Context: an optimization exercise on an open-source flow, tuned for small area and a short achievable clock period. The choices shown serve that exercise and are no tape-out recipe.
For this run, only the layout was checked, not whether the RTL still works.
Power figures rest on the tool's default switching activity, not on a simulated workload.

--- config.mk ---
export PLATFORM = sky130hd
export DESIGN_NAME = FPM
export DESIGN_NICKNAME = FPM
export VERILOG_FILES = /design/flow/design.v
export SDC_FILE = /design/flow/constraint.sdc
export NUM_CORES = 4
export LEC_CHECK = 0
export CAP_MARGIN = 20
export CORE_MARGIN = 2
export CORE_UTILIZATION = 55
export SETUP_SLACK_MARGIN = 1.0
export SLEW_MARGIN = 20
export SYNTH_HIERARCHICAL = 1
export SYNTH_MINIMUM_KEEP_SIZE = 0
--- constraint.sdc ---
create_clock -name core_clock -period 3.0 [get_ports {clk}]
set_input_delay 0.6000 -clock core_clock [delete_from_list [all_inputs] [get_ports {clk}]]
set_output_delay 0.6000 -clock core_clock [all_outputs]
set_load 0.01 [all_outputs]
--- design.v ---
module FPM(A, B, SUM, clk);
  input [31:0] A, B;
  input clk;
  output [31:0] SUM;
  wire       s0_sgn = A[31] ^ B[31];
  wire [7:0] s0_exp = A[30:23] + B[30:23] + 8'h81;
  wire [24:0] q = {1'b1, B[22:0], 1'b0};
  wire [11:0] one, two, neg;
  wire [24:0] m = {1'b1, A[22:0], 1'b0};   
  genvar gi, gj;
  generate for (gi = 0; gi < 12; gi = gi + 1) begin : enc
    assign one[gi] = q[2*gi+1] ^ q[2*gi];
    assign two[gi] = (q[2*gi+2] & ~q[2*gi+1] & ~q[2*gi]) | (~q[2*gi+2] & q[2*gi+1] & q[2*gi]);
    assign neg[gi] = q[2*gi+2] & ~(q[2*gi+1] & q[2*gi]);
  end endgenerate
  wire [24:0] pp [0:11];
  generate for (gi = 0; gi < 12; gi = gi + 1) begin : rw
    for (gj = 0; gj < 25; gj = gj + 1) begin : cl
      if (gj == 24)
        assign pp[gi][gj] = two[gi] ^ neg[gi];
      else
        assign pp[gi][gj] = ((one[gi] & m[gj+1]) | (two[gi] & m[gj])) ^ neg[gi];
    end
  end endgenerate
  wire n1 = ~neg[0];
  wire n2 = ~neg[1];
  wire n3 = ~neg[2];
  wire n4 = ~neg[3];
  wire n5 = ~neg[4];
  wire n6 = ~neg[5];
  wire n7 = ~neg[6];
  wire n8 = ~neg[7];
  wire n9 = ~neg[8];
  wire n10 = ~neg[9];
  wire n11 = ~neg[10];
  wire n12 = ~neg[11];
  wire n13, n14;
  fpm_fa un13 (neg[1], pp[0][2], pp[1][0], n13, n14);
  wire n15, n16;
  fpm_fa un15 (neg[2], pp[0][4], pp[1][2], n15, n16);
  wire n17, n18;
  fpm_fa un17 (pp[0][5], pp[1][3], pp[2][1], n17, n18);
  wire n19, n20;
  fpm_fa un19 (neg[3], pp[0][6], pp[1][4], n19, n20);
  wire n21, n22;
  fpm_fa un21 (pp[0][7], pp[1][5], pp[2][3], n21, n22);
  wire n23, n24;
  fpm_fa un23 (neg[4], pp[0][8], pp[1][6], n23, n24);
  wire n25, n26;
  fpm_fa un25 (pp[2][4], pp[3][2], pp[4][0], n25, n26);
  wire n27, n28;
  fpm_fa un27 (pp[0][9], pp[1][7], pp[2][5], n27, n28);
  wire n29, n30;
  fpm_fa un29 (neg[5], pp[0][10], pp[1][8], n29, n30);
  wire n31, n32;
  fpm_fa un31 (pp[2][6], pp[3][4], pp[4][2], n31, n32);
  wire n33, n34;
  fpm_fa un33 (pp[0][11], pp[1][9], pp[2][7], n33, n34);
  wire n35, n36;
  fpm_fa un35 (pp[3][5], pp[4][3], pp[5][1], n35, n36);
  wire n37, n38;
  fpm_fa un37 (neg[6], pp[0][12], pp[1][10], n37, n38);
  wire n39, n40;
  fpm_fa un39 (pp[2][8], pp[3][6], pp[4][4], n39, n40);
  wire n41, n42;
  fpm_fa un41 (pp[0][13], pp[1][11], pp[2][9], n41, n42);
  wire n43, n44;
  fpm_fa un43 (pp[3][7], pp[4][5], pp[5][3], n43, n44);
  wire n45, n46;
  fpm_fa un45 (neg[7], pp[0][14], pp[1][12], n45, n46);
  wire n47, n48;
  fpm_fa un47 (pp[2][10], pp[3][8], pp[4][6], n47, n48);
  wire n49, n50;
  fpm_fa un49 (pp[5][4], pp[6][2], pp[7][0], n49, n50);
  wire n51, n52;
  fpm_fa un51 (pp[0][15], pp[1][13], pp[2][11], n51, n52);
  wire n53, n54;
  fpm_fa un53 (pp[3][9], pp[4][7], pp[5][5], n53, n54);
  wire n55, n56;
  fpm_fa un55 (neg[8], pp[0][16], pp[1][14], n55, n56);
  wire n57, n58;
  fpm_fa un57 (pp[2][12], pp[3][10], pp[4][8], n57, n58);
  wire n59, n60;
  fpm_fa un59 (pp[5][6], pp[6][4], pp[7][2], n59, n60);
  wire n61, n62;
  fpm_fa un61 (pp[0][17], pp[1][15], pp[2][13], n61, n62);
  wire n63, n64;
  fpm_fa un63 (pp[3][11], pp[4][9], pp[5][7], n63, n64);
  wire n65, n66;
  fpm_fa un65 (pp[6][5], pp[7][3], pp[8][1], n65, n66);
  wire n67, n68;
  fpm_fa un67 (neg[9], pp[0][18], pp[1][16], n67, n68);
  wire n69, n70;
  fpm_fa un69 (pp[2][14], pp[3][12], pp[4][10], n69, n70);
  wire n71, n72;
  fpm_fa un71 (pp[5][8], pp[6][6], pp[7][4], n71, n72);
  wire n73, n74;
  fpm_fa un73 (pp[0][19], pp[1][17], pp[2][15], n73, n74);
  wire n75, n76;
  fpm_fa un75 (pp[3][13], pp[4][11], pp[5][9], n75, n76);
  wire n77, n78;
  fpm_fa un77 (pp[6][7], pp[7][5], pp[8][3], n77, n78);
  wire n79, n80;
  fpm_fa un79 (neg[10], pp[0][20], pp[1][18], n79, n80);
  wire n81, n82;
  fpm_fa un81 (pp[2][16], pp[3][14], pp[4][12], n81, n82);
  wire n83, n84;
  fpm_fa un83 (pp[5][10], pp[6][8], pp[7][6], n83, n84);
  wire n85, n86;
  fpm_fa un85 (pp[8][4], pp[9][2], pp[10][0], n85, n86);
  wire n87, n88;
  fpm_fa un87 (pp[0][21], pp[1][19], pp[2][17], n87, n88);
  wire n89, n90;
  fpm_fa un89 (pp[3][15], pp[4][13], pp[5][11], n89, n90);
  wire n91, n92;
  fpm_fa un91 (pp[6][9], pp[7][7], pp[8][5], n91, n92);
  wire n93, n94;
  fpm_fa un93 (neg[11], pp[0][22], pp[1][20], n93, n94);
  wire n95, n96;
  fpm_fa un95 (pp[2][18], pp[3][16], pp[4][14], n95, n96);
  wire n97, n98;
  fpm_fa un97 (pp[5][12], pp[6][10], pp[7][8], n97, n98);
  wire n99, n100;
  fpm_fa un99 (pp[8][6], pp[9][4], pp[10][2], n99, n100);
  wire n101, n102;
  fpm_fa un101 (pp[0][23], pp[1][21], pp[2][19], n101, n102);
  wire n103, n104;
  fpm_fa un103 (pp[3][17], pp[4][15], pp[5][13], n103, n104);
  wire n105, n106;
  fpm_fa un105 (pp[6][11], pp[7][9], pp[8][7], n105, n106);
  wire n107, n108;
  fpm_fa un107 (pp[9][5], pp[10][3], pp[11][1], n107, n108);
  wire n109, n110;
  fpm_fa un109 (A[0], pp[0][24], pp[1][22], n109, n110);
  wire n111, n112;
  fpm_fa un111 (pp[2][20], pp[3][18], pp[4][16], n111, n112);
  wire n113, n114;
  fpm_fa un113 (pp[5][14], pp[6][12], pp[7][10], n113, n114);
  wire n115, n116;
  fpm_fa un115 (pp[8][8], pp[9][6], pp[10][4], n115, n116);
  wire n117, n118;
  fpm_fa un117 (1'b1, A[1], n1, n117, n118);
  wire n119, n120;
  fpm_fa un119 (pp[1][23], pp[2][21], pp[3][19], n119, n120);
  wire n121, n122;
  fpm_fa un121 (pp[4][17], pp[5][15], pp[6][13], n121, n122);
  wire n123, n124;
  fpm_fa un123 (pp[7][11], pp[8][9], pp[9][7], n123, n124);
  wire n125, n126;
  fpm_fa un125 (1'b1, A[2], pp[1][24], n125, n126);
  wire n127, n128;
  fpm_fa un127 (pp[2][22], pp[3][20], pp[4][18], n127, n128);
  wire n129, n130;
  fpm_fa un129 (pp[5][16], pp[6][14], pp[7][12], n129, n130);
  wire n131, n132;
  fpm_fa un131 (pp[8][10], pp[9][8], pp[10][6], n131, n132);
  wire n133, n134;
  fpm_fa un133 (A[3], n2, pp[2][23], n133, n134);
  wire n135, n136;
  fpm_fa un135 (pp[3][21], pp[4][19], pp[5][17], n135, n136);
  wire n137, n138;
  fpm_fa un137 (pp[6][15], pp[7][13], pp[8][11], n137, n138);
  wire n139, n140;
  fpm_fa un139 (pp[9][9], pp[10][7], pp[11][5], n139, n140);
  wire n141, n142;
  fpm_fa un141 (1'b1, A[4], pp[2][24], n141, n142);
  wire n143, n144;
  fpm_fa un143 (pp[3][22], pp[4][20], pp[5][18], n143, n144);
  wire n145, n146;
  fpm_fa un145 (pp[6][16], pp[7][14], pp[8][12], n145, n146);
  wire n147, n148;
  fpm_fa un147 (pp[9][10], pp[10][8], pp[11][6], n147, n148);
  wire n149, n150;
  fpm_fa un149 (A[5], n3, pp[3][23], n149, n150);
  wire n151, n152;
  fpm_fa un151 (pp[4][21], pp[5][19], pp[6][17], n151, n152);
  wire n153, n154;
  fpm_fa un153 (pp[7][15], pp[8][13], pp[9][11], n153, n154);
  wire n155, n156;
  fpm_fa un155 (1'b1, A[6], pp[3][24], n155, n156);
  wire n157, n158;
  fpm_fa un157 (pp[4][22], pp[5][20], pp[6][18], n157, n158);
  wire n159, n160;
  fpm_fa un159 (pp[7][16], pp[8][14], pp[9][12], n159, n160);
  wire n161, n162;
  fpm_fa un161 (A[7], n4, pp[4][23], n161, n162);
  wire n163, n164;
  fpm_fa un163 (pp[5][21], pp[6][19], pp[7][17], n163, n164);
  wire n165, n166;
  fpm_fa un165 (pp[8][15], pp[9][13], pp[10][11], n165, n166);
  wire n167, n168;
  fpm_fa un167 (1'b1, A[8], pp[4][24], n167, n168);
  wire n169, n170;
  fpm_fa un169 (pp[5][22], pp[6][20], pp[7][18], n169, n170);
  wire n171, n172;
  fpm_fa un171 (pp[8][16], pp[9][14], pp[10][12], n171, n172);
  wire n173, n174;
  fpm_fa un173 (A[9], n5, pp[5][23], n173, n174);
  wire n175, n176;
  fpm_fa un175 (pp[6][21], pp[7][19], pp[8][17], n175, n176);
  wire n177, n178;
  fpm_fa un177 (pp[9][15], pp[10][13], pp[11][11], n177, n178);
  wire n179, n180;
  fpm_fa un179 (1'b1, A[10], pp[5][24], n179, n180);
  wire n181, n182;
  fpm_fa un181 (pp[6][22], pp[7][20], pp[8][18], n181, n182);
  wire n183, n184;
  fpm_fa un183 (pp[9][16], pp[10][14], pp[11][12], n183, n184);
  wire n185, n186;
  fpm_fa un185 (A[11], n6, pp[6][23], n185, n186);
  wire n187, n188;
  fpm_fa un187 (pp[7][21], pp[8][19], pp[9][17], n187, n188);
  wire n189, n190;
  fpm_fa un189 (1'b1, A[12], pp[6][24], n189, n190);
  wire n191, n192;
  fpm_fa un191 (pp[7][22], pp[8][20], pp[9][18], n191, n192);
  wire n193, n194;
  fpm_fa un193 (A[13], n7, pp[7][23], n193, n194);
  wire n195, n196;
  fpm_fa un195 (pp[8][21], pp[9][19], pp[10][17], n195, n196);
  wire n197, n198;
  fpm_fa un197 (1'b1, A[14], pp[7][24], n197, n198);
  wire n199, n200;
  fpm_fa un199 (pp[8][22], pp[9][20], pp[10][18], n199, n200);
  wire n201, n202;
  fpm_fa un201 (A[15], n8, pp[8][23], n201, n202);
  wire n203, n204;
  fpm_fa un203 (pp[9][21], pp[10][19], pp[11][17], n203, n204);
  wire n205, n206;
  fpm_fa un205 (1'b1, A[16], pp[8][24], n205, n206);
  wire n207, n208;
  fpm_fa un207 (pp[9][22], pp[10][20], pp[11][18], n207, n208);
  wire n209, n210;
  fpm_fa un209 (A[17], n9, pp[9][23], n209, n210);
  wire n211, n212;
  fpm_fa un211 (1'b1, A[18], pp[9][24], n211, n212);
  wire n213, n214;
  fpm_fa un213 (A[19], n10, pp[10][23], n213, n214);
  wire n215, n216;
  fpm_fa un215 (1'b1, A[20], pp[10][24], n215, n216);
  wire n217, n218;
  fpm_fa un217 (A[21], n11, pp[11][23], n217, n218);
  wire n219, n220;
  fpm_fa un219 (1'b1, A[22], pp[11][24], n219, n220);
  wire n221 = neg[0] & pp[0][0];
  wire n222 = neg[0] | pp[0][0];
  wire n223 = 1'b0 | (pp[0][1] & n221);
  reg [253:0] r1_m;
  reg        r1_sgn;
  reg [7:0]  r1_exp;
  always @(posedge clk) begin
    r1_m <= {n220, n12, 1'b1, n219, n218, n217, n216, n215, n214, pp[11][22], n213, n212, pp[11][21], n211, n210, pp[11][20], pp[10][22], n209, n208, n206, pp[11][19], pp[10][21], n207, n205, n204, n202, n203, n201, n200, n198, n199, n197, n196, n194, pp[11][16], n195, n193, n192, n190, pp[11][15], n191, n189, n188, n186, pp[11][14], pp[10][16], n187, n185, n184, n182, n180, pp[11][13], pp[10][15], n183, n181, n179, n178, n176, n174, n177, n175, n173, n172, n170, n168, n171, n169, n167, n166, n164, n162, pp[11][10], n165, n163, n161, n160, n158, n156, pp[11][9], n159, n157, n155, n154, n152, n150, pp[11][8], pp[10][10], n153, n151, n149, n148, n146, n144, n142, pp[11][7], pp[10][9], n147, n145, n143, n141, n140, n138, n136, n134, n139, n137, n135, n133, n132, n130, n128, n126, n131, n129, n127, n125, n124, n122, n120, n118, pp[11][4], n123, n121, n119, n116, n114, n112, n110, n117, pp[11][3], pp[10][5], n115, n113, n111, n109, n108, n106, n104, n102, pp[11][2], n107, n105, n103, n101, n100, n98, n96, n94, n99, n97, n95, n93, n92, n90, n88, pp[11][0], n91, n89, n87, n86, n84, n82, n80, pp[10][1], pp[9][3], n85, n83, n81, n79, n78, n76, n74, n77, n75, n73, n72, n70, n68, pp[9][1], n71, n69, n67, n66, n64, n62, pp[9][0], pp[8][2], n65, n63, n61, n60, n58, n56, n59, n57, n55, n54, n52, pp[8][0], n53, n51, n50, n48, n46, pp[7][1], pp[6][3], n49, n47, n45, n44, n42, n43, n41, n40, n38, pp[6][1], n39, n37, n36, n34, pp[6][0], pp[5][2], n35, n33, n32, n30, n31, n29, n28, pp[5][0], n27, n26, n24, pp[4][1], pp[3][3], n25, n23, n22, n21, n20, pp[3][1], n19, n18, pp[3][0], pp[2][2], n17, n16, n15, pp[2][0], n14, pp[1][1], pp[0][3], n13, n223};
    r1_sgn <= s0_sgn; r1_exp <= s0_exp;
  end
  wire n225, n226;
  fpm_fa un225 (r1_m[2], r1_m[3], r1_m[4], n225, n226);
  wire n227, n228;
  fpm_fa un227 (r1_m[9], r1_m[10], r1_m[11], n227, n228);
  wire n229, n230;
  fpm_fa un229 (r1_m[13], r1_m[14], r1_m[15], n229, n230);
  wire n231, n232;
  fpm_fa un231 (r1_m[16], r1_m[17], r1_m[18], n231, n232);
  wire n233, n234;
  fpm_fa un233 (r1_m[19], r1_m[20], r1_m[21], n233, n234);
  wire n235, n236;
  fpm_fa un235 (r1_m[24], r1_m[25], r1_m[26], n235, n236);
  wire n237, n238;
  fpm_fa un237 (r1_m[28], r1_m[29], r1_m[30], n237, n238);
  wire n239, n240;
  fpm_fa un239 (r1_m[32], r1_m[33], r1_m[34], n239, n240);
  wire n241, n242;
  fpm_fa un241 (r1_m[35], r1_m[36], r1_m[37], n241, n242);
  wire n243, n244;
  fpm_fa un243 (r1_m[38], r1_m[39], r1_m[40], n243, n244);
  wire n245, n246;
  fpm_fa un245 (r1_m[43], r1_m[44], r1_m[45], n245, n246);
  wire n247, n248;
  fpm_fa un247 (r1_m[48], r1_m[49], r1_m[50], n247, n248);
  wire n249, n250;
  fpm_fa un249 (r1_m[51], r1_m[52], r1_m[53], n249, n250);
  wire n251, n252;
  fpm_fa un251 (r1_m[55], r1_m[56], r1_m[57], n251, n252);
  wire n253, n254;
  fpm_fa un253 (r1_m[58], r1_m[59], r1_m[60], n253, n254);
  wire n255, n256;
  fpm_fa un255 (r1_m[61], r1_m[62], r1_m[63], n255, n256);
  wire n257, n258;
  fpm_fa un257 (r1_m[64], r1_m[65], r1_m[66], n257, n258);
  wire n259, n260;
  fpm_fa un259 (r1_m[67], r1_m[68], r1_m[69], n259, n260);
  wire n261, n262;
  fpm_fa un261 (r1_m[70], r1_m[71], r1_m[72], n261, n262);
  wire n263, n264;
  fpm_fa un263 (r1_m[75], r1_m[76], r1_m[77], n263, n264);
  wire n265, n266;
  fpm_fa un265 (r1_m[78], r1_m[79], r1_m[80], n265, n266);
  wire n267, n268;
  fpm_fa un267 (r1_m[82], r1_m[83], r1_m[84], n267, n268);
  wire n269, n270;
  fpm_fa un269 (r1_m[85], r1_m[86], r1_m[87], n269, n270);
  wire n271, n272;
  fpm_fa un271 (r1_m[89], r1_m[90], r1_m[91], n271, n272);
  wire n273, n274;
  fpm_fa un273 (r1_m[92], r1_m[93], r1_m[94], n273, n274);
  wire n275, n276;
  fpm_fa un275 (r1_m[95], r1_m[96], r1_m[97], n275, n276);
  wire n277, n278;
  fpm_fa un277 (r1_m[98], r1_m[99], r1_m[100], n277, n278);
  wire n279, n280;
  fpm_fa un279 (r1_m[101], r1_m[102], r1_m[103], n279, n280);
  wire n281, n282;
  fpm_fa un281 (r1_m[106], r1_m[107], r1_m[108], n281, n282);
  wire n283, n284;
  fpm_fa un283 (r1_m[109], r1_m[110], r1_m[111], n283, n284);
  wire n285, n286;
  fpm_fa un285 (r1_m[114], r1_m[115], r1_m[116], n285, n286);
  wire n287, n288;
  fpm_fa un287 (r1_m[117], r1_m[118], r1_m[119], n287, n288);
  wire n289, n290;
  fpm_fa un289 (r1_m[120], r1_m[121], r1_m[122], n289, n290);
  wire n291, n292;
  fpm_fa un291 (r1_m[123], r1_m[124], r1_m[125], n291, n292);
  wire n293, n294;
  fpm_fa un293 (r1_m[126], r1_m[127], r1_m[128], n293, n294);
  wire n295, n296;
  fpm_fa un295 (r1_m[129], r1_m[130], r1_m[131], n295, n296);
  wire n297, n298;
  fpm_fa un297 (r1_m[133], r1_m[134], r1_m[135], n297, n298);
  wire n299, n300;
  fpm_fa un299 (r1_m[136], r1_m[137], r1_m[138], n299, n300);
  wire n301, n302;
  fpm_fa un301 (r1_m[139], r1_m[140], r1_m[141], n301, n302);
  wire n303, n304;
  fpm_fa un303 (r1_m[142], r1_m[143], r1_m[144], n303, n304);
  wire n305, n306;
  fpm_fa un305 (r1_m[145], r1_m[146], r1_m[147], n305, n306);
  wire n307, n308;
  fpm_fa un307 (r1_m[150], r1_m[151], r1_m[152], n307, n308);
  wire n309, n310;
  fpm_fa un309 (r1_m[153], r1_m[154], r1_m[155], n309, n310);
  wire n311, n312;
  fpm_fa un311 (r1_m[158], r1_m[159], r1_m[160], n311, n312);
  wire n313, n314;
  fpm_fa un313 (r1_m[161], r1_m[162], r1_m[163], n313, n314);
  wire n315, n316;
  fpm_fa un315 (r1_m[164], r1_m[165], r1_m[166], n315, n316);
  wire n317, n318;
  fpm_fa un317 (r1_m[167], r1_m[168], r1_m[169], n317, n318);
  wire n319, n320;
  fpm_fa un319 (r1_m[170], r1_m[171], r1_m[172], n319, n320);
  wire n321, n322;
  fpm_fa un321 (r1_m[175], r1_m[176], r1_m[177], n321, n322);
  wire n323, n324;
  fpm_fa un323 (r1_m[178], r1_m[179], r1_m[180], n323, n324);
  wire n325, n326;
  fpm_fa un325 (r1_m[182], r1_m[183], r1_m[184], n325, n326);
  wire n327, n328;
  fpm_fa un327 (r1_m[185], r1_m[186], r1_m[187], n327, n328);
  wire n329, n330;
  fpm_fa un329 (r1_m[189], r1_m[190], r1_m[191], n329, n330);
  wire n331, n332;
  fpm_fa un331 (r1_m[192], r1_m[193], r1_m[194], n331, n332);
  wire n333, n334;
  fpm_fa un333 (r1_m[195], r1_m[196], r1_m[197], n333, n334);
  wire n335, n336;
  fpm_fa un335 (r1_m[198], r1_m[199], r1_m[200], n335, n336);
  wire n337, n338;
  fpm_fa un337 (r1_m[201], r1_m[202], r1_m[203], n337, n338);
  wire n339, n340;
  fpm_fa un339 (r1_m[204], r1_m[205], r1_m[206], n339, n340);
  wire n341, n342;
  fpm_fa un341 (r1_m[208], r1_m[209], r1_m[210], n341, n342);
  wire n343, n344;
  fpm_fa un343 (r1_m[211], r1_m[212], r1_m[213], n343, n344);
  wire n345, n346;
  fpm_fa un345 (r1_m[214], r1_m[215], r1_m[216], n345, n346);
  wire n347, n348;
  fpm_fa un347 (r1_m[219], r1_m[220], r1_m[221], n347, n348);
  wire n349, n350;
  fpm_fa un349 (r1_m[224], r1_m[225], r1_m[226], n349, n350);
  wire n351, n352;
  fpm_fa un351 (r1_m[228], r1_m[229], r1_m[230], n351, n352);
  wire n353, n354;
  fpm_fa un353 (r1_m[232], r1_m[233], r1_m[234], n353, n354);
  wire n355, n356;
  fpm_fa un355 (r1_m[237], r1_m[238], r1_m[239], n355, n356);
  wire n357, n358;
  fpm_fa un357 (r1_m[241], r1_m[242], r1_m[243], n357, n358);
  wire n359, n360;
  fpm_fa un359 (r1_m[244], r1_m[245], r1_m[246], n359, n360);
  wire n361, n362;
  fpm_fa un361 (r1_m[251], r1_m[252], r1_m[253], n361, n362);
  wire n363, n364;
  fpm_fa un363 (r1_m[5], r1_m[6], n226, n363, n364);
  wire n365, n366;
  fpm_fa un365 (r1_m[22], r1_m[23], n232, n365, n366);
  wire n367, n368;
  fpm_fa un367 (r1_m[27], n234, n235, n367, n368);
  wire n369, n370;
  fpm_fa un369 (r1_m[31], n236, n237, n369, n370);
  wire n371, n372;
  fpm_fa un371 (n238, n239, n241, n371, n372);
  wire n373, n374;
  fpm_fa un373 (r1_m[41], r1_m[42], n240, n373, n374);
  wire n375, n376;
  fpm_fa un375 (r1_m[46], r1_m[47], n244, n375, n376);
  wire n377, n378;
  fpm_fa un377 (r1_m[54], n246, n247, n377, n378);
  wire n379, n380;
  fpm_fa un379 (n248, n250, n251, n379, n380);
  wire n381, n382;
  fpm_fa un381 (n252, n254, n255, n381, n382);
  wire n383, n384;
  fpm_fa un383 (r1_m[73], r1_m[74], n256, n383, n384);
  wire n385, n386;
  fpm_fa un385 (n258, n259, n261, n385, n386);
  wire n387, n388;
  fpm_fa un387 (r1_m[81], n260, n262, n387, n388);
  wire n389, n390;
  fpm_fa un389 (r1_m[88], n264, n266, n389, n390);
  wire n391, n392;
  fpm_fa un391 (n268, n270, n271, n391, n392);
  wire n393, n394;
  fpm_fa un393 (r1_m[104], r1_m[105], n272, n393, n394);
  wire n395, n396;
  fpm_fa un395 (n274, n276, n277, n395, n396);
  wire n397, n398;
  fpm_fa un397 (r1_m[112], r1_m[113], n278, n397, n398);
  wire n399, n400;
  fpm_fa un399 (n280, n281, n283, n399, n400);
  wire n401, n402;
  fpm_fa un401 (n282, n284, n285, n401, n402);
  wire n403, n404;
  fpm_fa un403 (r1_m[132], n286, n288, n403, n404);
  wire n405, n406;
  fpm_fa un405 (n290, n291, n293, n405, n406);
  wire n407, n408;
  fpm_fa un407 (n292, n294, n296, n407, n408);
  wire n409, n410;
  fpm_fa un409 (n297, n299, n301, n409, n410);
  wire n411, n412;
  fpm_fa un411 (r1_m[148], r1_m[149], n298, n411, n412);
  wire n413, n414;
  fpm_fa un413 (n300, n302, n303, n413, n414);
  wire n415, n416;
  fpm_fa un415 (r1_m[156], r1_m[157], n304, n415, n416);
  wire n417, n418;
  fpm_fa un417 (n306, n307, n309, n417, n418);
  wire n419, n420;
  fpm_fa un419 (n308, n310, n311, n419, n420);
  wire n421, n422;
  fpm_fa un421 (r1_m[173], r1_m[174], n312, n421, n422);
  wire n423, n424;
  fpm_fa un423 (n314, n316, n317, n423, n424);
  wire n425, n426;
  fpm_fa un425 (r1_m[181], n318, n320, n425, n426);
  wire n427, n428;
  fpm_fa un427 (r1_m[188], n322, n324, n427, n428);
  wire n429, n430;
  fpm_fa un429 (n326, n328, n329, n429, n430);
  wire n431, n432;
  fpm_fa un431 (n330, n332, n333, n431, n432);
  wire n433, n434;
  fpm_fa un433 (r1_m[207], n334, n336, n433, n434);
  wire n435, n436;
  fpm_fa un435 (n338, n340, n341, n435, n436);
  wire n437, n438;
  fpm_fa un437 (r1_m[217], r1_m[218], n342, n437, n438);
  wire n439, n440;
  fpm_fa un439 (r1_m[222], r1_m[223], n346, n439, n440);
  wire n441, n442;
  fpm_fa un441 (r1_m[227], n348, n349, n441, n442);
  wire n443, n444;
  fpm_fa un443 (r1_m[231], n350, n351, n443, n444);
  wire n445, n446;
  fpm_fa un445 (r1_m[235], r1_m[236], n352, n445, n446);
  wire n447, n448;
  fpm_fa un447 (r1_m[240], n354, n355, n447, n448);
  wire n449, n450;
  fpm_fa un449 (r1_m[247], r1_m[248], n360, n449, n450);
  wire n451, n452;
  fpm_fa un451 (r1_m[7], r1_m[8], n364, n451, n452);
  wire n453, n454;
  fpm_fa un453 (n242, n243, n373, n453, n454);
  wire n455, n456;
  fpm_fa un455 (n245, n374, n375, n455, n456);
  wire n457, n458;
  fpm_fa un457 (n263, n265, n384, n457, n458);
  wire n459, n460;
  fpm_fa un459 (n267, n269, n388, n459, n460);
  wire n461, n462;
  fpm_fa un461 (n273, n275, n390, n461, n462);
  wire n463, n464;
  fpm_fa un463 (n279, n393, n392, n463, n464);
  wire n465, n466;
  fpm_fa un465 (n394, n397, n396, n465, n466);
  wire n467, n468;
  fpm_fa un467 (n287, n289, n398, n467, n468);
  wire n469, n470;
  fpm_fa un469 (n295, n403, n402, n469, n470);
  wire n471, n472;
  fpm_fa un471 (n404, n407, n406, n471, n472);
  wire n473, n474;
  fpm_fa un473 (n305, n408, n411, n473, n474);
  wire n475, n476;
  fpm_fa un475 (n412, n415, n414, n475, n476);
  wire n477, n478;
  fpm_fa un477 (n313, n315, n416, n477, n478);
  wire n479, n480;
  fpm_fa un479 (n319, n421, n420, n479, n480);
  wire n481, n482;
  fpm_fa un481 (n321, n323, n422, n481, n482);
  wire n483, n484;
  fpm_fa un483 (n325, n327, n426, n483, n484);
  wire n485, n486;
  fpm_fa un485 (n337, n339, n433, n485, n486);
  wire n487, n488;
  fpm_fa un487 (n344, n345, n437, n487, n488);
  wire n489, n490;
  fpm_fa un489 (n347, n438, n439, n489, n490);
  wire n491, n492;
  fpm_fa un491 (n353, n445, n444, n491, n492);
  wire n493, n494;
  fpm_fa un493 (n356, n357, n448, n493, n494);
  wire n495, n496;
  fpm_fa un495 (r1_m[249], r1_m[250], n450, n495, n496);
  wire n497 = r1_m[0] & r1_m[1];
  wire n498 = r1_m[0] | r1_m[1];
  wire n499 = 1'b0 | (n225 & n497);
  reg [114:0] r2_m;
  reg        r2_sgn;
  reg [7:0]  r2_exp;
  always @(posedge clk) begin
    r2_m <= {n496, n361, n495, n449, n494, n359, n358, n493, n492, n447, n446, n491, n443, n442, n490, n441, n440, n489, n488, n487, n436, n486, n435, n434, n343, n485, n432, n431, n430, n335, n484, n429, n428, n331, n483, n482, n427, n480, n481, n424, n425, n479, n478, n423, n476, n477, n419, n418, n475, n474, n417, n473, n472, n413, n410, n471, n470, n409, n469, n468, n405, n466, n467, n401, n400, n465, n464, n399, n463, n462, n395, n461, n460, n391, n459, n458, n389, n457, n386, n387, n385, n382, n383, n381, n380, n257, n379, n378, n253, n456, n377, n376, n249, n455, n454, n453, n372, n371, n370, n369, n368, n367, n366, n365, n233, n231, n230, n229, n228, n452, n227, r1_m[12], n451, n499, n363};
    r2_sgn <= r1_sgn; r2_exp <= r1_exp;
  end
  wire n501, n502;
  fpm_fa un501 (r2_m[3], r2_m[4], r2_m[5], n501, n502);
  wire n503, n504;
  fpm_fa un503 (r2_m[22], r2_m[23], r2_m[24], n503, n504);
  wire n505, n506;
  fpm_fa un505 (r2_m[26], r2_m[27], r2_m[28], n505, n506);
  wire n507, n508;
  fpm_fa un507 (r2_m[29], r2_m[30], r2_m[31], n507, n508);
  wire n509, n510;
  fpm_fa un509 (r2_m[32], r2_m[33], r2_m[34], n509, n510);
  wire n511, n512;
  fpm_fa un511 (r2_m[35], r2_m[36], r2_m[37], n511, n512);
  wire n513, n514;
  fpm_fa un513 (r2_m[38], r2_m[39], r2_m[40], n513, n514);
  wire n515, n516;
  fpm_fa un515 (r2_m[41], r2_m[42], r2_m[43], n515, n516);
  wire n517, n518;
  fpm_fa un517 (r2_m[44], r2_m[45], r2_m[46], n517, n518);
  wire n519, n520;
  fpm_fa un519 (r2_m[47], r2_m[48], r2_m[49], n519, n520);
  wire n521, n522;
  fpm_fa un521 (r2_m[50], r2_m[51], r2_m[52], n521, n522);
  wire n523, n524;
  fpm_fa un523 (r2_m[54], r2_m[55], r2_m[56], n523, n524);
  wire n525, n526;
  fpm_fa un525 (r2_m[57], r2_m[58], r2_m[59], n525, n526);
  wire n527, n528;
  fpm_fa un527 (r2_m[60], r2_m[61], r2_m[62], n527, n528);
  wire n529, n530;
  fpm_fa un529 (r2_m[64], r2_m[65], r2_m[66], n529, n530);
  wire n531, n532;
  fpm_fa un531 (r2_m[67], r2_m[68], r2_m[69], n531, n532);
  wire n533, n534;
  fpm_fa un533 (r2_m[71], r2_m[72], r2_m[73], n533, n534);
  wire n535, n536;
  fpm_fa un535 (r2_m[74], r2_m[75], r2_m[76], n535, n536);
  wire n537, n538;
  fpm_fa un537 (r2_m[78], r2_m[79], r2_m[80], n537, n538);
  wire n539, n540;
  fpm_fa un539 (r2_m[81], r2_m[82], r2_m[83], n539, n540);
  wire n541, n542;
  fpm_fa un541 (r2_m[85], r2_m[86], r2_m[87], n541, n542);
  wire n543, n544;
  fpm_fa un543 (r2_m[90], r2_m[91], r2_m[92], n543, n544);
  wire n545, n546;
  fpm_fa un545 (r2_m[98], r2_m[99], r2_m[100], n545, n546);
  wire n547, n548;
  fpm_fa un547 (r2_m[104], r2_m[105], r2_m[106], n547, n548);
  wire n549, n550;
  fpm_fa un549 (r2_m[108], r2_m[109], r2_m[110], n549, n550);
  wire n551, n552;
  fpm_fa un551 (r2_m[6], r2_m[7], n502, n551, n552);
  wire n553, n554;
  fpm_ha hn553 (r2_m[8], r2_m[9], n553, n554);
  wire n555, n556;
  fpm_ha hn555 (r2_m[10], r2_m[11], n555, n556);
  wire n557, n558;
  fpm_ha hn557 (r2_m[12], r2_m[13], n557, n558);
  wire n559, n560;
  fpm_ha hn559 (r2_m[14], r2_m[15], n559, n560);
  wire n561, n562;
  fpm_ha hn561 (r2_m[16], r2_m[17], n561, n562);
  wire n563, n564;
  fpm_ha hn563 (r2_m[18], r2_m[19], n563, n564);
  wire n565, n566;
  fpm_ha hn565 (r2_m[20], r2_m[21], n565, n566);
  wire n567, n568;
  fpm_ha hn567 (r2_m[25], n503, n567, n568);
  wire n569, n570;
  fpm_ha hn569 (n504, n505, n569, n570);
  wire n571, n572;
  fpm_ha hn571 (n506, n507, n571, n572);
  wire n573, n574;
  fpm_ha hn573 (n508, n509, n573, n574);
  wire n575, n576;
  fpm_ha hn575 (n510, n511, n575, n576);
  wire n577, n578;
  fpm_ha hn577 (n512, n513, n577, n578);
  wire n579, n580;
  fpm_ha hn579 (n514, n515, n579, n580);
  wire n581, n582;
  fpm_ha hn581 (n516, n517, n581, n582);
  wire n583, n584;
  fpm_ha hn583 (n518, n519, n583, n584);
  wire n585, n586;
  fpm_fa un585 (r2_m[53], n520, n521, n585, n586);
  wire n587, n588;
  fpm_ha hn587 (n522, n523, n587, n588);
  wire n589, n590;
  fpm_ha hn589 (n524, n525, n589, n590);
  wire n591, n592;
  fpm_fa un591 (r2_m[63], n526, n527, n591, n592);
  wire n593, n594;
  fpm_ha hn593 (n528, n529, n593, n594);
  wire n595, n596;
  fpm_fa un595 (r2_m[70], n530, n531, n595, n596);
  wire n597, n598;
  fpm_ha hn597 (n532, n533, n597, n598);
  wire n599, n600;
  fpm_fa un599 (r2_m[77], n534, n535, n599, n600);
  wire n601, n602;
  fpm_ha hn601 (n536, n537, n601, n602);
  wire n603, n604;
  fpm_fa un603 (r2_m[84], n538, n539, n603, n604);
  wire n605, n606;
  fpm_ha hn605 (n540, n541, n605, n606);
  wire n607, n608;
  fpm_fa un607 (r2_m[88], r2_m[89], n542, n607, n608);
  wire n609, n610;
  fpm_ha hn609 (r2_m[93], n543, n609, n610);
  wire n611, n612;
  fpm_fa un611 (r2_m[94], r2_m[95], n544, n611, n612);
  wire n613, n614;
  fpm_ha hn613 (r2_m[96], r2_m[97], n613, n614);
  wire n615, n616;
  fpm_fa un615 (r2_m[101], r2_m[102], n546, n615, n616);
  wire n617 = r2_m[0] & r2_m[1];
  wire n618 = r2_m[0] | r2_m[1];
  wire n619 = 1'b0 | (r2_m[2] & n617);
  wire n621 = 1'b0 | (n501 & n619);
  reg [77:0] r3_m;
  reg        r3_sgn;
  reg [7:0]  r3_exp;
  always @(posedge clk) begin
    r3_m <= {r2_m[114], r2_m[113], r2_m[112], n550, r2_m[111], n549, n548, r2_m[107], n547, n616, r2_m[103], n615, n545, n614, n612, n613, n611, n610, n608, n609, n607, n606, n604, n605, n603, n602, n600, n601, n599, n598, n596, n597, n595, n594, n592, n593, n591, n590, n589, n588, n586, n587, n585, n584, n583, n582, n581, n580, n579, n578, n577, n576, n575, n574, n573, n572, n571, n570, n569, n568, n567, n566, n565, n564, n563, n562, n561, n560, n559, n558, n557, n556, n555, n554, n552, n553, n621, n551};
    r3_sgn <= r2_sgn; r3_exp <= r2_exp;
  end
  wire n623 = r3_m[0] & r3_m[1];
  wire n624 = r3_m[0] | r3_m[1];
  wire n625 = r3_m[0] ^ r3_m[1];
  wire n626 = r3_m[2] & r3_m[3];
  wire n627 = r3_m[2] | r3_m[3];
  wire n628 = r3_m[2] ^ r3_m[3];
  wire n629 = r3_m[4] & r3_m[5];
  wire n630 = r3_m[4] | r3_m[5];
  wire n631 = r3_m[4] ^ r3_m[5];
  wire n632 = r3_m[6] & r3_m[7];
  wire n633 = r3_m[6] | r3_m[7];
  wire n634 = r3_m[6] ^ r3_m[7];
  wire n635 = r3_m[8] & r3_m[9];
  wire n636 = r3_m[8] | r3_m[9];
  wire n637 = r3_m[8] ^ r3_m[9];
  wire n638 = r3_m[10] & r3_m[11];
  wire n639 = r3_m[10] | r3_m[11];
  wire n640 = r3_m[10] ^ r3_m[11];
  wire n641 = r3_m[12] & r3_m[13];
  wire n642 = r3_m[12] | r3_m[13];
  wire n643 = r3_m[12] ^ r3_m[13];
  wire n644 = r3_m[14] & r3_m[15];
  wire n645 = r3_m[14] | r3_m[15];
  wire n646 = r3_m[14] ^ r3_m[15];
  wire n647 = r3_m[16] & r3_m[17];
  wire n648 = r3_m[16] | r3_m[17];
  wire n649 = r3_m[16] ^ r3_m[17];
  wire n650 = r3_m[18] & r3_m[19];
  wire n651 = r3_m[18] | r3_m[19];
  wire n652 = r3_m[18] ^ r3_m[19];
  wire n653 = r3_m[20] & r3_m[21];
  wire n654 = r3_m[20] | r3_m[21];
  wire n655 = r3_m[20] ^ r3_m[21];
  wire n656 = r3_m[22] & r3_m[23];
  wire n657 = r3_m[22] | r3_m[23];
  wire n658 = r3_m[22] ^ r3_m[23];
  wire n659 = r3_m[24] & r3_m[25];
  wire n660 = r3_m[24] | r3_m[25];
  wire n661 = r3_m[24] ^ r3_m[25];
  wire n662 = r3_m[26] & r3_m[27];
  wire n663 = r3_m[26] | r3_m[27];
  wire n664 = r3_m[26] ^ r3_m[27];
  wire n665 = r3_m[28] & r3_m[29];
  wire n666 = r3_m[28] | r3_m[29];
  wire n667 = r3_m[28] ^ r3_m[29];
  wire n668 = r3_m[30] & r3_m[31];
  wire n669 = r3_m[30] | r3_m[31];
  wire n670 = r3_m[30] ^ r3_m[31];
  wire n671 = r3_m[32] & r3_m[33];
  wire n672 = r3_m[32] | r3_m[33];
  wire n673 = r3_m[32] ^ r3_m[33];
  wire n674 = r3_m[34] & r3_m[35];
  wire n675 = r3_m[34] | r3_m[35];
  wire n676 = r3_m[34] ^ r3_m[35];
  wire n677 = r3_m[36] & r3_m[37];
  wire n678 = r3_m[36] | r3_m[37];
  wire n679 = r3_m[36] ^ r3_m[37];
  wire n680 = r3_m[38] & r3_m[39];
  wire n681 = r3_m[38] | r3_m[39];
  wire n682 = r3_m[38] ^ r3_m[39];
  wire n683 = r3_m[40] & r3_m[41];
  wire n684 = r3_m[40] | r3_m[41];
  wire n685 = r3_m[40] ^ r3_m[41];
  wire n686 = r3_m[42] & r3_m[43];
  wire n687 = r3_m[42] | r3_m[43];
  wire n688 = r3_m[42] ^ r3_m[43];
  wire n689 = r3_m[44] & r3_m[45];
  wire n690 = r3_m[44] | r3_m[45];
  wire n691 = r3_m[44] ^ r3_m[45];
  wire n692 = r3_m[46] & r3_m[47];
  wire n693 = r3_m[46] | r3_m[47];
  wire n694 = r3_m[46] ^ r3_m[47];
  wire n695 = r3_m[48] & r3_m[49];
  wire n696 = r3_m[48] | r3_m[49];
  wire n697 = r3_m[48] ^ r3_m[49];
  wire n698 = r3_m[50] & r3_m[51];
  wire n699 = r3_m[50] | r3_m[51];
  wire n700 = r3_m[50] ^ r3_m[51];
  wire n701 = r3_m[52] & r3_m[53];
  wire n702 = r3_m[52] | r3_m[53];
  wire n703 = r3_m[52] ^ r3_m[53];
  wire n704 = r3_m[54] & r3_m[55];
  wire n705 = r3_m[54] | r3_m[55];
  wire n706 = r3_m[54] ^ r3_m[55];
  wire n707 = r3_m[56] & r3_m[57];
  wire n708 = r3_m[56] | r3_m[57];
  wire n709 = r3_m[56] ^ r3_m[57];
  wire n710 = r3_m[58] & r3_m[59];
  wire n711 = r3_m[58] | r3_m[59];
  wire n712 = r3_m[58] ^ r3_m[59];
  wire n713 = r3_m[60] & r3_m[61];
  wire n714 = r3_m[60] | r3_m[61];
  wire n715 = r3_m[60] ^ r3_m[61];
  wire n716 = r3_m[62] & r3_m[63];
  wire n717 = r3_m[62] | r3_m[63];
  wire n718 = r3_m[62] ^ r3_m[63];
  wire n719 = r3_m[64] & r3_m[65];
  wire n720 = r3_m[64] | r3_m[65];
  wire n721 = r3_m[64] ^ r3_m[65];
  wire n722 = r3_m[67] & r3_m[68];
  wire n723 = r3_m[67] | r3_m[68];
  wire n724 = r3_m[67] ^ r3_m[68];
  wire n725 = r3_m[70] & r3_m[71];
  wire n726 = r3_m[70] | r3_m[71];
  wire n727 = r3_m[70] ^ r3_m[71];
  wire n728 = r3_m[73] & r3_m[74];
  wire n729 = r3_m[73] | r3_m[74];
  wire n730 = r3_m[73] ^ r3_m[74];
  wire n731 = r3_m[76] & r3_m[77];
  wire n732 = r3_m[76] | r3_m[77];
  wire n733 = r3_m[76] ^ r3_m[77];
  wire n734 = n626 | (n627 & n623);
  wire n736 = n632 | (n633 & n629);
  wire n737 = n633 & n630;
  wire n738 = n638 | (n639 & n635);
  wire n739 = n639 & n636;
  wire n740 = n644 | (n645 & n641);
  wire n741 = n645 & n642;
  wire n742 = n650 | (n651 & n647);
  wire n743 = n651 & n648;
  wire n744 = n656 | (n657 & n653);
  wire n745 = n657 & n654;
  wire n746 = n662 | (n663 & n659);
  wire n747 = n663 & n660;
  wire n748 = n668 | (n669 & n665);
  wire n749 = n669 & n666;
  wire n750 = n674 | (n675 & n671);
  wire n751 = n675 & n672;
  wire n752 = n680 | (n681 & n677);
  wire n753 = n681 & n678;
  wire n754 = n686 | (n687 & n683);
  wire n755 = n687 & n684;
  wire n756 = n692 | (n693 & n689);
  wire n757 = n693 & n690;
  wire n758 = n698 | (n699 & n695);
  wire n759 = n699 & n696;
  wire n760 = n704 | (n705 & n701);
  wire n761 = n705 & n702;
  wire n762 = n710 | (n711 & n707);
  wire n763 = n711 & n708;
  wire n764 = n716 | (n717 & n713);
  wire n765 = n717 & n714;
  wire n766 = 1'b0 | (r3_m[66] & n719);
  wire n767 = r3_m[66] & n720;
  wire n768 = 1'b0 | (r3_m[69] & n722);
  wire n769 = r3_m[69] & n723;
  wire n770 = 1'b0 | (r3_m[72] & n725);
  wire n771 = r3_m[72] & n726;
  wire n772 = 1'b0 | (r3_m[75] & n728);
  wire n773 = r3_m[75] & n729;
  wire n774 = n629 | (n630 & n734);
  wire n776 = n736 | (n737 & n734);
  wire n778 = n641 | (n642 & n738);
  wire n779 = n642 & n739;
  wire n780 = n740 | (n741 & n738);
  wire n781 = n741 & n739;
  wire n782 = n653 | (n654 & n742);
  wire n783 = n654 & n743;
  wire n784 = n744 | (n745 & n742);
  wire n785 = n745 & n743;
  wire n786 = n665 | (n666 & n746);
  wire n787 = n666 & n747;
  wire n788 = n748 | (n749 & n746);
  wire n789 = n749 & n747;
  wire n790 = n677 | (n678 & n750);
  wire n791 = n678 & n751;
  wire n792 = n752 | (n753 & n750);
  wire n793 = n753 & n751;
  wire n794 = n689 | (n690 & n754);
  wire n795 = n690 & n755;
  wire n796 = n756 | (n757 & n754);
  wire n797 = n757 & n755;
  wire n798 = n701 | (n702 & n758);
  wire n799 = n702 & n759;
  wire n800 = n760 | (n761 & n758);
  wire n801 = n761 & n759;
  wire n802 = n713 | (n714 & n762);
  wire n803 = n714 & n763;
  wire n804 = n764 | (n765 & n762);
  wire n805 = n765 & n763;
  wire n806 = n722 | (n723 & n766);
  wire n807 = n723 & n767;
  wire n808 = n768 | (n769 & n766);
  wire n809 = n769 & n767;
  wire n810 = n728 | (n729 & n770);
  wire n811 = n729 & n771;
  wire n812 = n772 | (n773 & n770);
  wire n813 = n773 & n771;
  wire n814 = n635 | (n636 & n776);
  wire n816 = n738 | (n739 & n776);
  wire n818 = n778 | (n779 & n776);
  wire n820 = n780 | (n781 & n776);
  wire n822 = n659 | (n660 & n784);
  wire n823 = n660 & n785;
  wire n824 = n746 | (n747 & n784);
  wire n825 = n747 & n785;
  wire n826 = n786 | (n787 & n784);
  wire n827 = n787 & n785;
  wire n828 = n788 | (n789 & n784);
  wire n829 = n789 & n785;
  wire n830 = n683 | (n684 & n792);
  wire n831 = n684 & n793;
  wire n832 = n754 | (n755 & n792);
  wire n833 = n755 & n793;
  wire n834 = n794 | (n795 & n792);
  wire n835 = n795 & n793;
  wire n836 = n796 | (n797 & n792);
  wire n837 = n797 & n793;
  wire n838 = n707 | (n708 & n800);
  wire n839 = n708 & n801;
  wire n840 = n762 | (n763 & n800);
  wire n841 = n763 & n801;
  wire n842 = n802 | (n803 & n800);
  wire n843 = n803 & n801;
  wire n844 = n804 | (n805 & n800);
  wire n845 = n805 & n801;
  wire n846 = n725 | (n726 & n808);
  wire n847 = n726 & n809;
  wire n848 = n770 | (n771 & n808);
  wire n849 = n771 & n809;
  wire n850 = n810 | (n811 & n808);
  wire n851 = n811 & n809;
  wire n852 = n812 | (n813 & n808);
  wire n853 = n813 & n809;
  wire n854 = n647 | (n648 & n820);
  wire n856 = n742 | (n743 & n820);
  wire n858 = n782 | (n783 & n820);
  wire n860 = n784 | (n785 & n820);
  wire n862 = n822 | (n823 & n820);
  wire n864 = n824 | (n825 & n820);
  wire n866 = n826 | (n827 & n820);
  wire n868 = n828 | (n829 & n820);
  wire n870 = n695 | (n696 & n836);
  wire n871 = n696 & n837;
  wire n872 = n758 | (n759 & n836);
  wire n873 = n759 & n837;
  wire n874 = n798 | (n799 & n836);
  wire n875 = n799 & n837;
  wire n876 = n800 | (n801 & n836);
  wire n877 = n801 & n837;
  wire n878 = n838 | (n839 & n836);
  wire n879 = n839 & n837;
  wire n880 = n840 | (n841 & n836);
  wire n881 = n841 & n837;
  wire n882 = n842 | (n843 & n836);
  wire n883 = n843 & n837;
  wire n884 = n844 | (n845 & n836);
  wire n885 = n845 & n837;
  wire n886 = n731 | (n732 & n852);
  wire n887 = n732 & n853;
  wire n888 = n671 | (n672 & n868);
  wire n890 = n750 | (n751 & n868);
  wire n892 = n790 | (n791 & n868);
  wire n894 = n792 | (n793 & n868);
  wire n896 = n830 | (n831 & n868);
  wire n898 = n832 | (n833 & n868);
  wire n900 = n834 | (n835 & n868);
  wire n902 = n836 | (n837 & n868);
  wire n904 = n870 | (n871 & n868);
  wire n906 = n872 | (n873 & n868);
  wire n908 = n874 | (n875 & n868);
  wire n910 = n876 | (n877 & n868);
  wire n912 = n878 | (n879 & n868);
  wire n914 = n880 | (n881 & n868);
  wire n916 = n882 | (n883 & n868);
  wire n918 = n884 | (n885 & n868);
  wire n920 = n719 | (n720 & n918);
  wire n922 = n766 | (n767 & n918);
  wire n924 = n806 | (n807 & n918);
  wire n926 = n808 | (n809 & n918);
  wire n928 = n846 | (n847 & n918);
  wire n930 = n848 | (n849 & n918);
  wire n932 = n850 | (n851 & n918);
  wire n934 = n852 | (n853 & n918);
  wire n936 = n886 | (n887 & n918);
  wire n938 = n673 ^ n868;
  wire n939 = n676 ^ n888;
  wire n940 = n679 ^ n890;
  wire n941 = n682 ^ n892;
  wire n942 = n685 ^ n894;
  wire n943 = n688 ^ n896;
  wire n944 = n691 ^ n898;
  wire n945 = n694 ^ n900;
  wire n946 = n697 ^ n902;
  wire n947 = n700 ^ n904;
  wire n948 = n703 ^ n906;
  wire n949 = n706 ^ n908;
  wire n950 = n709 ^ n910;
  wire n951 = n712 ^ n912;
  wire n952 = n715 ^ n914;
  wire n953 = n718 ^ n916;
  wire n954 = n721 ^ n918;
  wire n955 = r3_m[66] ^ n920;
  wire n956 = n724 ^ n922;
  wire n957 = r3_m[69] ^ n924;
  wire n958 = n727 ^ n926;
  wire n959 = r3_m[72] ^ n928;
  wire n960 = n730 ^ n930;
  wire n961 = r3_m[75] ^ n932;
  wire n962 = n733 ^ n934;
  wire [24:0] n963 = {n962, n961, n960, n959, n958, n957, n956, n955, n954, n953, n952, n951, n950, n949, n948, n947, n946, n945, n944, n943, n942, n941, n940, n939, n938};
  reg [24:0] r4_p;
  reg        r4_sgn;
  reg [7:0]  r4_exp;
  always @(posedge clk) begin
    r4_p <= n963; r4_sgn <= r3_sgn; r4_exp <= r3_exp;
  end
  wire [31:0] n964 = {r4_sgn, r4_exp + {7'd0, r4_p[24]}, r4_p[24] ? r4_p[23:1] : r4_p[22:0]};
  reg [31:0] r5_o;
  always @(posedge clk) r5_o <= n964;
  reg [31:0] r6_o;
  always @(posedge clk) r6_o <= r5_o;
  reg [31:0] r7_o;
  always @(posedge clk) r7_o <= r6_o;
  reg [31:0] r8_o;
  always @(posedge clk) r8_o <= r7_o;
  reg [31:0] r9_o;
  always @(posedge clk) r9_o <= r8_o;
  reg [31:0] r10_o;
  always @(posedge clk) r10_o <= r9_o;
  assign SUM = r10_o;
endmodule
module fpm_fa(a, b, c, s, co);
  input a, b, c;
  output s, co;
  assign s = a ^ b ^ c;
  assign co = (a & b) | (a & c) | (b & c);
endmodule
module fpm_ha(a, b, s, co);
  input a, b;
  output s, co;
  assign s = a ^ b;
  assign co = a & b;
endmodule
--- run.sh ---
#!/bin/bash
# synth_recipe.tcl (not shown) runs the flow's synth.tcl, then flattens the netlist and writes it again
# the make line also repeats each setting of config.mk as NAME=value (left out here)
make -C /OpenROAD-flow-scripts/flow DESIGN_CONFIG=/design/flow/config.mk WORK_HOME=/design/flow/orfs CLKGATE_MAP_FILE= SYNTH_SCRIPT=/design/flow/synth_recipe.tcl finish
==> results.py <==
metrics = {
    "timing": {
        "whs_ns": 0.319,
        "finalClockSkew_ns": 0.0344,
        "slew_viol_final": 0,
        "post-route-period-util_pct": 84.1,
        "finalSetupViolCount": 0,
        "fmax_mhz": 396,
        "finalCriticalPeriod_ns": 2.52,
        "slew_headroom_pct": 47.6,
        "tns_ns": 0,
        "tightest_slew_ns": 0.785,
        "grt_setup_unrepaired": "yes",
        "finalHoldViolations": 0,
        "fin_ws_ns": 0.476,
    },
    "setup_path": {
        "cp_slowest_cell": "fa_2",
        "rr_startpoint": "r3_m[42]",
        "path_cells": "inv_2, ha_4, inv_2, a21oi_2, o21ba_4, nor2_4, a311oi_4, buf_6, buf_6, a211oi_4, or2_4, a21oi_4, fa_2, inv_1",
        "cp.required_ns": 3.55,
        "critPathBufInv": 5,
        "path_class": "flop to flop",
        "r2r-end": "r4_p[16]",
        "max_stage_delay_ns": 0.44,
        "end_kind": "flop",
        "crit_cells": 14,
        "ff2ff_setup_slack_ns": 0.48,
        "worst_setup_path_start_kind": "flop",
        "worstPathArrival_ns": 3.08,
        "path_max_fanout": 3,
        "crit_family": "compound AO/OA/AOI/OAI gates",
        "reg2reg_depth": 14,
    },
    "synthesis": {
        "synth-edff-count": 0,
        "yosysWarningCount": 7,
        "synth.area.top_cells": "dfxtp_1 50%, fa_1 20%, xnor2_1 9.1%, a22oi_1 6.6%, ha_1 4.1%",
        "synthCells": 2123,
        "synth_top_family_by_area": "adder cells",
        "synthSimpleGateAreaFrac_pct": 2.93,
        "synth_compound_area_share_pct": 9.22,
        "syn_area_per_cell_um2": 13.1,
        "muxShareOfSynthArea_pct": 0.970,
        "async_flop_share_pct": 0,
        "synth_xor_area_share_pct": 9.75,
        "ys_ff_latch": 699,
        "yosys_most_used_dff": "dfxtp_1",
        "yosys.area_share.adder_pct": 24.0,
        "post-synth-top-area-cell": "dfxtp_1",
        "synth_top_area_share_pct": 50.2,
        "seq_area_frac_synth_pct": 50.2,
        "synth_cell_type_count": 56,
        "synth_area_mm2": 0.0279,
    },
    "power": {
        "power.internal_w": 0.0245,
        "leakagePower_nw": 13.9,
        "p_sw_w": 0.0113,
        "clkPwrFrac_pct": 25.4,
        "combinationalPowerShare_pct": 31.7,
        "seq_power_share_pct": 42.9,
        "power_density_mw_per_mm2": 1040,
        "ir_drop_mv": 0.818,
        "p_sw_share_pct": 31.6,
    },
    "die": {
        "die_w_um": 229,
        "io_pins": 97,
        "core.rowCount": 82,
        "die_h_um": 229,
        "start_util_pct": 55.6,
        "dieArea_mm2": 0.0525,
        "fp.coreArea_mm2": 0.0501,
    },
    "global_route": {
        "grt_use_total_pct": 26.4,
        "grt_pass1_vias": 17700,
        "antenna_found_initial": 0,
        "grt_overflow_total": 0,
        "grt_first_pass_wirelength_um": 104000,
        "grt_max_degree": 47,
    },
    "min_path": {
        "hold_class": "flop to flop",
        "min_from": "r5_o[15]",
        "hold_end": "r6_o[15]",
        "holdPathStages": 0,
    },
    "clock_network": {
        "cts.sinks": 699,
        "htreeDepth": 3,
        "root_buffer": "clkbuf_16",
        "cts_tree": "yes",
        "cts_buffer_depth": 3,
        "numCtsBuffers": 72,
        "clock_latency_ns": 0.64,
        "path_clk_slew_ns": 0.06,
    },
    "place": {
        "dpl.cell_count": 2850,
        "dp_slack_ns": 0.126,
        "dpl.hpwl_um": 43100,
        "place_congestion": 0.823,
        "io_buffers": 96,
    },
    "flow_run": {
        "drv_cap": 0,
    },
    "finish": {
        "areaGrowthSynthToFinish_pct": 23.7,
        "instances_no_fill": 3057,
        "layout.nets": 2761,
        "final_layout_size_suffix_gt1_share_pct": 18.5,
        "diodes": 0,
    },
    "detailed_routing": {
        "routed-wl-met2_um": 31400,
        "num_vias": 16800,
        "first_pass_iters": 6,
        "wl_met3_um": 6720,
        "routedWlPerCell_um": 22.9,
        "route.antenna.remaining_nets": 0,
        "routed_wl_um": 70100,
        "met1_length_um": 29200,
        "dr.first_iter.drc_count": 1505,
        "drc": 0,
        "maxUsedRoutingLayer": "met4",
        "vias_per_cell": 5.51,
    },
    "status": {
        "outcome": "finished clean",
    },
}
cells in the final DEF, fill, tap and decap left out, types with 15 or more instances in the layout:
| cell type | netlist | final |
|---|---|---|
| dfxtp_1 | 699 | 684 |
| xnor2_1 | 288 | 283 |
| fa_1 | 277 | 275 |
| a22oi_1 | 244 | 237 |
| clkbuf_16 | 0 | 83 |
| buf_4 | 0 | 83 |
| ha_1 | 91 | 68 |
| inv_1 | 67 | 56 |
| dlygate4sd2_1 | 0 | 41 |
| clkdlybuf4s50_1 | 0 | 37 |
| buf_12 | 0 | 37 |
| nand2_1 | 35 | 35 |
| nand2b_1 | 41 | 33 |
| nand3_1 | 26 | 26 |
| o21ai_0 | 29 | 24 |
| mux2_2 | 24 | 24 |
| xor2_1 | 22 | 22 |
| a21oi_1 | 28 | 21 |
| buf_6 | 0 | 18 |
| ha_4 | 0 | 17 |
| inv_2 | 12 | 15 |
| dfxtp_2 | 0 | 15 |
sequential cells by signal, indices dropped and copies added, names as in the netlist:
signal and cells:
r2_sgn 1, r1_sgn 1, r10_o 32, r6_o 32
r7_o 32, r4_exp 8, r2_exp 8, r1_m 253
r4_p 25, r9_o 32, r1_exp 8, r8_o 32
r3_m 78, r4_sgn 1, r5_o 32, r3_sgn 1
r3_exp 8, r2_m 115
per-module statistics from Yosys (local to each module, per instance):
module,area (µm²),cells inside,flops+latches
fpm_fa,20.0,1,0
FPM,22100,1825,699
fpm_ha,12.5,1,0
final cells by class:
type | count | area (µm²)
Tap cell | 672 | 841
Clock inverter | 34 | 424
Clock buffer | 97 | 2050
Fill cell | 3617 | 15600
Sequential cell | 699 | 14000
Multi-Input combinational cell | 1223 | 13800
Timing Repair Buffer | 253 | 2930
Inverter | 79 | 390
timing repair:
action / in CTS / in global routing
endpoints found under the setup margin: 211 / 98
cloned: 5 / 10
gates resized for setup: 105 / 82
buffers inserted: 34 / 27
hold buffers: 0 / 0
pin swaps: 48 / 49
power groups by stage:
stage	sequential, W	clock [W]	combinational [W]
finish	0.0154	0.00909	0.0114
global route	0.0158	0.00969	0.0129
CTS	0.0154	0.00930	0.0108
detailed placement	0.0156	0	0.0103
global placement	0.0155	0	0.0100
floorplan	0.0151	0	0.00663
synth_stat cells, drive strengths merged, types with 4 or more instances:
master	number
ha	91
nor2	14
dfxtp	699
o21ai	42
and2	5
fa	277
nand3	27
a21oi	29
a21o	5
buf	23
nand2b	41
o21bai	7
inv	79
and3	4
mux2	24
xnor2	288
nand2	35
nand3b	9
o22ai	5
clkbuf	111
a22oi	244
a31oi	5
xor2	22
through the flow:
step	total power, W	utilization, %	instance area (µm²)
after floorplan	0.0217	-	28600
after global placement	0.0255	60.9	30500
after detailed placement	0.0259	60.9	30500
after CTS	0.0356	67.3	33700
after global routing	0.0384	68.8	34500
final	0.0359	68.8	34500
how the worst max path moves through the flow:
| stage | end | from | slack (ns) |
|---|---|---|---|
| 3_5_place_dp | r1_m[154] | B[5] | 0.13 |
| 5_1_grt | r4_p[16] | r3_m[42] | 0.37 |
| 6_report | r4_p[16] | r3_m[42] | 0.48 |
| 4_1_cts | r4_p[16] | r3_m[10] | 0.47 |
| 3_3_place_gp | r1_m[154] | B[5] | 0.14 |
| 2_1_floorplan | r4_p[16] | r3_m[50] | 0.66 |
logic make-up after synthesis:
kind of cell | Yosys count
other cells | 1
buf+inv | 213
fa+ha+maj | 369
flops | 699
simple gates | 150
mux | 24
xor+xnor | 310
compound gates | 357
layer usage:
metal / global-route usage [%] / vias to the layer above
li1: - / 7455
met1: 35.4 / 8414
met2: 40.7 / 789
met3: 7.15 / 183
met4: 10.9 / 0
met5: 0 / -

[static timing again, ports no longer ideal]
Ports are ideal in the flow. The routed layout listed here was re-timed in OpenROAD. Step 1 assumes that a clkbuf_16 drives the clock port and a buf_2 every other input. Step 2 also shifts input and output timing later by t, the mid clock arrival at the registers, as if the neighbouring blocks saw the same clock. Three values: no drivers, after step 1, after step 2; two values: the first two.
t (ns): 0.683
setup slack, ns: 0.476 / 0.476 / 0.352
worst hold slack (ns): 0.319 / 0.319 / 0.319
After both steps setup and hold are still met in this run. For this run, drivers alone change the setup slack by 0.000 ns; drivers and shift together by -0.124 ns.
